Context: an optimization exercise on an open-source flow, tuned for small area. The choices shown serve that exercise and are no tape-out recipe.
In this exercise RTL edits were held to simulation tests only and were not proved equivalent to the original.
Power is estimated from default activity; no workload was simulated.

Design top_module, start of the top module:
module top_module
	(
		input clk, reset,
		input wire crypt, b1, b2, b3,
		input wire load, load_sel,
		input wire [3:0] load_addr,
		input wire [7:0] load_data,
		output wire led_init, led_wait1,
		output wire clk_out, reset_lcd, d_c,
		output wire spi_data_out, spi_clk, spi_ce
    );
Size: ~1700 cells after synthesis, about 540 flip-flops, about 28 I/O pins.
Settings: LEC_CHECK=0, ABC_AREA=1, CAP_MARGIN=20, CORE_MARGIN=2, CORE_UTILIZATION=40, GPL_TIMING_DRIVEN=0, SLEW_MARGIN=20, SYNTH_MEMORY_MAX_BITS=16384; clock period 10.0 ns.
standard.sh (not shown) runs the stock make flow with config.mk's settings and CLKGATE_MAP_FILE= SYNTH_SCRIPT=/design/flow/synth_recipe.tcl, a recipe that flattens the netlist after the stock synthesis.
==> flow/flow/run.sh <==
#!/bin/bash
# Layout flow: the standard ORFS flow with two changes:
#  1. synthesis maps the combinational logic with a stronger area-oriented ABC
#     script (abc_deep.script); everything else in synthesis (including register
#     mapping and naming) is the standard synthesis script unchanged;
#  2. clock tree synthesis uses CTS_ARGS from cts_args.txt.
# Each tool's output goes to the ORFS logs (orfs/logs/...) and to flow.log here.
set -euo pipefail
W=$PWD
mkdir -p mysynth
# standard synthesis, with only the abc call replaced
sed "s#source \$::env(SCRIPTS_DIR)/synth.tcl#source $W/mysynth/synth.tcl#" synth_recipe.tcl > mysynth/synth_recipe.tcl
sed "s#log_cmd abc {\*}\$abc_args#log_cmd abc -script $W/flow/abc_deep.script {*}\$lib_args {*}\$lib_dont_use_args#" \
    "$FLOW_HOME/scripts/synth.tcl" > mysynth/synth.tcl
grep -q "abc_deep.script" mysynth/synth.tcl
grep -q "mysynth/synth.tcl" mysynth/synth_recipe.tcl
sed "s#SYNTH_SCRIPT=[^ ]*#SYNTH_SCRIPT=$W/mysynth/synth_recipe.tcl#" standard.sh > mystandard.sh
grep -q "mysynth/synth_recipe.tcl" mystandard.sh
export CTS_ARGS="$(cat flow/cts_args.txt)"
bash mystandard.sh finish > flow.log 2>&1
==> flow/flow/abc_deep.script <==
strash
&get -n
&deepsyn -T 300
&put
&get -n
&dch
&nf -R 2000 -F 20 -A 20
&put
strash
&get -n
&dch
&nf -R 2000 -F 20 -A 20
&put
strash
&get -n
&dch
&nf -R 2000 -F 20 -A 20
&put
strash
&get -n
&dch
&nf -R 2000 -F 20 -A 20
&put
strash
&get -n
&dch
&nf -R 2000 -F 20 -A 20
&put
strash
&get -n
&dch
&nf -R 2000 -F 20 -A 20
&put
==> flow/flow/cts_args.txt <==
-sink_clustering_enable -repair_clock_nets -buf_list sky130_fd_sc_hd__clkbuf_8 -sink_clustering_size 16 -sink_clustering_max_diameter 80 -dont_use_dummy_load
Next try:
--- a/flow/flow/run.sh
+++ b/flow/flow/run.sh
@@ -5,3 +5,5 @@
 #     mapping and naming) is the standard synthesis script unchanged;
-#  2. clock tree synthesis uses CTS_ARGS from cts_args.txt.
+#  2. clock tree synthesis uses CTS_ARGS from cts_args.txt;
+#  3. port buffering uses BUFFER_PORTS_ARGS from buffer_ports_args.txt (every
+#     input and output port still gets a buffer).
 # Each tool's output goes to the ORFS logs (orfs/logs/...) and to flow.log here.
@@ -19,2 +21,3 @@
 export CTS_ARGS="$(cat flow/cts_args.txt)"
+if [[ -f flow/buffer_ports_args.txt ]]; then export BUFFER_PORTS_ARGS="$(cat flow/buffer_ports_args.txt)"; fi
 bash mystandard.sh finish > flow.log 2>&1
==> flow/flow/buffer_ports_args.txt (new file) <==
-buffer_cell sky130_fd_sc_hd__buf_2
=> Maximum frequency shrinks by a few percent; combinational power grows by well over a third; setup slack loses 330 ps; first-iteration DRC count grows by a few percent; cell area shrinks slightly; via count barely changes; clock skew shrinks by 35 ps; critical path depth grows by 5.
Next try:
--- a/flow/flow/run.sh
+++ b/flow/flow/run.sh
@@ -1,6 +1,8 @@
 #!/bin/bash
-# Layout flow: the standard ORFS flow with two changes:
+# Layout flow: the standard ORFS flow with these changes:
 #  1. synthesis maps the combinational logic with a stronger area-oriented ABC
 #     script (abc_deep.script); everything else in synthesis (including register
-#     mapping and naming) is the standard synthesis script unchanged;
+#     mapping and naming) is the standard synthesis script unchanged, except
+#     that the adder extraction step is skipped (ABC maps the adders with the
+#     rest of the logic, which comes out smaller here);
 #  2. clock tree synthesis uses CTS_ARGS from cts_args.txt;
@@ -17,2 +19,4 @@
 grep -q "abc_deep.script" mysynth/synth.tcl
+sed -i "s#\[env_var_exists_and_non_empty ADDER_MAP_FILE\] \&\&#0 \&\& [env_var_exists_and_non_empty ADDER_MAP_FILE] \&\&#" mysynth/synth.tcl
+grep -q "0 && \[env_var_exists_and_non_empty ADDER_MAP_FILE\]" mysynth/synth.tcl
 grep -q "mysynth/synth.tcl" mysynth/synth_recipe.tcl
Core utilization stays flat. Clock-buffer cell count does not change. Global-route usage drops by 1.2 points. Combinational power goes down by 23%. Clock power stays flat. Worst setup slack improves by 970 ps. Final area went down by 2.0%.
Next try:
==> flow/flow/run.sh (replaced) <==
#!/bin/bash
# Layout flow: the standard ORFS flow with two changes:
#  1. synthesis maps the combinational logic with a stronger area-oriented ABC
#     script (abc_deep.script); everything else in synthesis (including register
#     mapping and naming) is the standard synthesis script unchanged;
#  2. clock tree synthesis uses CTS_ARGS from cts_args.txt.
# Each tool's output goes to the ORFS logs (orfs/logs/...) and to flow.log here.
set -euo pipefail
W=$PWD
mkdir -p mysynth
# standard synthesis, with only the abc call replaced
sed "s#source \$::env(SCRIPTS_DIR)/synth.tcl#source $W/mysynth/synth.tcl#" synth_recipe.tcl > mysynth/synth_recipe.tcl
sed "s#log_cmd abc {\*}\$abc_args#log_cmd abc -script $W/flow/abc_deep.script {*}\$lib_args {*}\$lib_dont_use_args#" \
    "$FLOW_HOME/scripts/synth.tcl" > mysynth/synth.tcl
grep -q "abc_deep.script" mysynth/synth.tcl
grep -q "mysynth/synth.tcl" mysynth/synth_recipe.tcl
sed "s#SYNTH_SCRIPT=[^ ]*#SYNTH_SCRIPT=$W/mysynth/synth_recipe.tcl#" standard.sh > mystandard.sh
grep -q "mysynth/synth_recipe.tcl" mystandard.sh
export CTS_ARGS="$(cat flow/cts_args.txt)"
bash mystandard.sh finish > flow.log 2>&1
--- a/flow/flow/abc_deep.script
+++ b/flow/flow/abc_deep.script
@@ -2,3 +2,3 @@
 &get -n
-&deepsyn -T 300
+&deepsyn -T 100
 &put
--- a/flow/config.mk
+++ b/flow/config.mk
@@ -10,3 +10,3 @@
 export CORE_MARGIN = 2
-export CORE_UTILIZATION = 40
+export CORE_UTILIZATION = 55
 export GPL_TIMING_DRIVEN = 0
removed: flow/flow/buffer_ports_args.txt
After rerunning:
- setup slack got worse by 450 ps
- sequential power shrinks by about 6%
- flip-flop and latch count is unchanged
- area after synthesis grows by 2.2%
- global-route usage grows by 9.3 points
Next try:
--- a/flow/flow/run.sh
+++ b/flow/flow/run.sh
@@ -19,2 +19,3 @@
 export CTS_ARGS="$(cat flow/cts_args.txt)"
+if [[ -f flow/buffer_ports_args.txt ]]; then export BUFFER_PORTS_ARGS="$(cat flow/buffer_ports_args.txt)"; fi
 bash mystandard.sh finish > flow.log 2>&1
==> flow/flow/buffer_ports_args.txt (new file) <==
-buffer_cell sky130_fd_sc_hd__buf_2
--- a/flow/config.mk
+++ b/flow/config.mk
@@ -10,3 +10,3 @@
 export CORE_MARGIN = 2
-export CORE_UTILIZATION = 55
+export CORE_UTILIZATION = 40
 export GPL_TIMING_DRIVEN = 0
Effect: Count of clock-buffer cells in the layout stays the same; power hardly moves; clock skew rose by 15 ps; hold slack is worse by 75 ps; routed wire length goes up by 1.3%; sequential power stays flat; cell count rose by 7.6%; die area grows by 37%; fmax rises by 7.4%.
Next try:
--- a/flow/flow/run.sh
+++ b/flow/flow/run.sh
@@ -5,3 +5,5 @@
 #     mapping and naming) is the standard synthesis script unchanged;
-#  2. clock tree synthesis uses CTS_ARGS from cts_args.txt.
+#  2. clock tree synthesis uses CTS_ARGS from cts_args.txt;
+#  3. port buffering uses BUFFER_PORTS_ARGS from buffer_ports_args.txt (every
+#     input and output port still gets a buffer).
 # Each tool's output goes to the ORFS logs (orfs/logs/...) and to flow.log here.
--- a/flow/flow/abc_deep.script
+++ b/flow/flow/abc_deep.script
@@ -2,3 +2,3 @@
 &get -n
-&deepsyn -T 100
+&deepsyn -T 300
 &put
==> flow/flow/cts_args.txt (replaced) <==
-sink_clustering_enable -repair_clock_nets -buf_list sky130_fd_sc_hd__clkbuf_8 -sink_clustering_size 14 -sink_clustering_max_diameter 70 -dont_use_dummy_load
=>
- power is higher by about a fifth
- non-clock buffer count is lower by 1
- via count is lower slightly
- design area stays flat
- final cell count is higher slightly
- sequential share of layout area hardly moves
- worst setup slack is worse by 870 ps
- routed wire length is higher by a few percent
- clock-buffer cell count is higher by 5
- die area hardly moves
- clock skew is higher by 8.5 ps

========
top_module, a different RTL version from the one above (not shown whole).
For scale: ~540 flip-flops, roughly 22,000 um^2 of cells after synthesis.
clock: 10.0 ns
lec_check: 0
abc_area: 1
cap_margin: 20
core_margin: 2
core_utilization: 40
gpl_timing_driven: 0
slew_margin: 20
synth_memory_max_bits: 16384
==> flow/flow/run.sh <==
#!/bin/bash
# Layout flow: the standard ORFS flow with two changes:
#  1. synthesis maps the combinational logic with a stronger area-oriented ABC
#     script (abc_deep.script); everything else in synthesis (including register
#     mapping and naming) is the standard synthesis script unchanged;
#  2. clock tree synthesis uses CTS_ARGS from cts_args.txt.
# Each tool's output goes to the ORFS logs (orfs/logs/...) and to flow.log here.
set -euo pipefail
W=$PWD
mkdir -p mysynth
# standard synthesis, with only the abc call replaced
sed "s#source \$::env(SCRIPTS_DIR)/synth.tcl#source $W/mysynth/synth.tcl#" synth_recipe.tcl > mysynth/synth_recipe.tcl
sed "s#log_cmd abc {\*}\$abc_args#log_cmd abc -script $W/flow/abc_deep.script {*}\$lib_args {*}\$lib_dont_use_args#" \
    "$FLOW_HOME/scripts/synth.tcl" > mysynth/synth.tcl
grep -q "abc_deep.script" mysynth/synth.tcl
grep -q "mysynth/synth.tcl" mysynth/synth_recipe.tcl
sed "s#SYNTH_SCRIPT=[^ ]*#SYNTH_SCRIPT=$W/mysynth/synth_recipe.tcl#" standard.sh > mystandard.sh
grep -q "mysynth/synth_recipe.tcl" mystandard.sh
export CTS_ARGS="$(cat flow/cts_args.txt)"
bash mystandard.sh finish > flow.log 2>&1
==> flow/flow/abc_deep.script <==
strash
&get -n
&deepsyn -T 100
&put
&get -n
&dch
&nf -R 2000 -F 20 -A 20
&put
==> flow/flow/cts_args.txt <==
-sink_clustering_enable -repair_clock_nets -buf_list sky130_fd_sc_hd__clkbuf_8 -sink_clustering_size 16 -sink_clustering_max_diameter 80 -dont_use_dummy_load
Change:
==> flow/flow/abc_deep.script (replaced) <==
strash
&get -n
&deepsyn -T 300
&put
&get -n
&dch
&nf -R 2000 -F 20 -A 20
&put
==> flow/flow/cts_args.txt (replaced) <==
-sink_clustering_enable -repair_clock_nets -buf_list sky130_fd_sc_hd__clkbuf_16 -sink_clustering_size 26 -sink_clustering_max_diameter 90 -dont_use_dummy_load
Settings changed: GPL_TIMING_DRIVEN 0 to 1.
The new run ran to the end with no violations.
Total power increases by 7.3%.
Final cell count barely changes.
Cell area increases by 0.49%.
Global-route usage increases by 1.3 points.
Setup slack improved by 1.4 ns.
Synthesized cell count decreases by 1.9%.
Flip-flop and latch count stays the same.
Fmax increases by 22%.
Via count increases by 2.4%.
Change:
Settings changed: GPL_TIMING_DRIVEN 1 to 0.
Result: Final cell count shrinks by 1.5%. Register-to-register slack loses 1.3 ns. Setup slack loses 1.3 ns. Via count shrinks by 3.3%. Non-clock buffer count shrinks by 39.

========
== v38 ==
RTL: one of the versions met above, not the one the previous note started from.
For scale: about 540 flip-flops, ~28 I/O pins, ~22000 µm² of cells after synthesis.
Settings: LEC_CHECK=0, ABC_AREA=1, CAP_MARGIN=20, CORE_MARGIN=2, CORE_UTILIZATION=40, GPL_TIMING_DRIVEN=0, SLEW_MARGIN=20, SYNTH_MEMORY_MAX_BITS=16384; clock period 10.0 ns.
==> flow/flow/abc_deep.script <==
strash
&get -n
&deepsyn -T 100
&put
&get -n
&dch
&nf -R 2000 -F 20 -A 20
&put
==> flow/flow/cts_args.txt <==
-sink_clustering_enable -repair_clock_nets -buf_list sky130_fd_sc_hd__clkbuf_4 -sink_clustering_size 8 -sink_clustering_max_diameter 50 -dont_use_dummy_load
Scripts as last shown in full above: flow/flow/run.sh
Input-level comparison between v6 and v38:
--- a/flow/flow/abc_deep.script
+++ b/flow/flow/abc_deep.script
@@ -3 +3 @@
-&deepsyn -T 100
+&deepsyn -T 300
==> flow/flow/cts_args.txt <==
-sink_clustering_enable -repair_clock_nets -buf_list sky130_fd_sc_hd__clkbuf_8 -sink_clustering_size 16 -sink_clustering_max_diameter 80 -dont_use_dummy_load
Notes after the runs:
- Total track usage in v6 is 1.4 points below v38.
- When v6 is measured against v38, its worst hold margin turns out 0.037 ns higher.
- Of v38 and v6, the run reporting the lower portion of total power attributed to combinational logic was v38.
- Looking at distinct cell type count after synthesis, v6 sits 3 lower than v38 does.

========
top_module, a different RTL version from the one above (not shown whole).
Size in the first run: ~1800 cells after synthesis, about 28 I/O pins, about 22000 µm² of cells after synthesis.
clock: 10.0 ns
lec_check: 0
abc_area: 1
cap_margin: 0
core_margin: 2
core_utilization: 40
gpl_timing_driven: 0
slew_margin: 0
synth_memory_max_bits: 16384
==> flow/flow/abc_deep.script <==
strash
&get -n
&deepsyn -T 150
&put
&get -n
&dch
&nf -R 2000 -F 20 -A 20
&put
==> flow/flow/cts_args.txt <==
-sink_clustering_enable -repair_clock_nets -buf_list sky130_fd_sc_hd__clkbuf_16 -sink_clustering_size 26 -sink_clustering_max_diameter 90 -dont_use_dummy_load
Scripts as last shown in full above: flow/flow/run.sh
Next try:
- GPL_TIMING_DRIVEN: 0 -> default
Effect: Synthesized area does not change. Total power goes up by 1.1%. Routed wire length goes up by 8.7%. Final cell count went up by 1.5%. Worst hold slack improves by 0.13 ns. Critical path depth came out higher by 3. Synthesized cell count is unchanged. Final area is higher by 0.37%.

## afterwards: timing with drivers on the ports
How much do the figures lean on ideal ports? The routed layouts below were timed once more, with nothing changed but the port constraints.
Step 1, drivers: a clkbuf_16 drives clk and a buf_2 each remaining input, both assumed.
Step 2 also shifts input and output timing later by t, the mid clock arrival at the registers, as if the neighbouring blocks saw the same clock.
Three values: ideal ports, drivers, drivers and shift; two values: the first two.
run | t, ns | slack for setup (ns) | clock arrival spread, ns | worst slew at a driven data input, ns | cell pins on the clock port's net
the first run of note 1 | 0.652 | 2.425 / 2.425 / 2.425 | 0.094 / 0.094 | 0.04 | 1
the second run of note 1 | 0.676 | 2.093 / 2.093 / 2.093 | 0.060 / 0.059 | 0.04 | 1
the third run of note 1 | 0.628 | 3.065 / 3.065 / 3.065 | 0.125 / 0.126 | 0.03 | 1
the fourth run of note 1 | 0.649 | 2.613 / 2.613 / 2.613 | 0.105 / 0.106 | 0.04 | 1
the fifth run of note 1 | 0.630 | 3.119 / 3.119 / 3.119 | 0.112 / 0.112 | 0.03 | 1
the sixth run of note 1 | 0.673 | 2.251 / 2.251 / 2.251 | 0.128 / 0.128 | 0.05 | 1
the first run of note 2 | 0.671 | 2.539 / 2.539 / 2.539 | 0.100 / 0.099 | 0.11 | 1
the second run of note 2 | 0.627 | 3.908 / 3.908 / 3.908 | 0.080 / 0.080 | 0.11 | 1
the third run of note 2 | 0.619 | 2.602 / 2.602 / 2.602 | 0.096 / 0.095 | 0.04 | 1
v38 | 0.843 | 2.019 / 1.965 / 2.216 | 0.145 / 0.145 | 0.05 | 1
v6 | 0.647 | 2.702 / 2.702 / 2.702 | 0.086 / 0.087 | 0.05 | 1
the first run of note 4 | 0.614 | 2.817 / 2.817 / 2.817 | 0.154 / 0.154 | 0.04 | 1
the second run of note 4 | 0.637 | 4.086 / 4.086 / 4.086 | 0.094 / 0.094 | 0.04 | 1
After both steps every run listed still meets setup and hold.
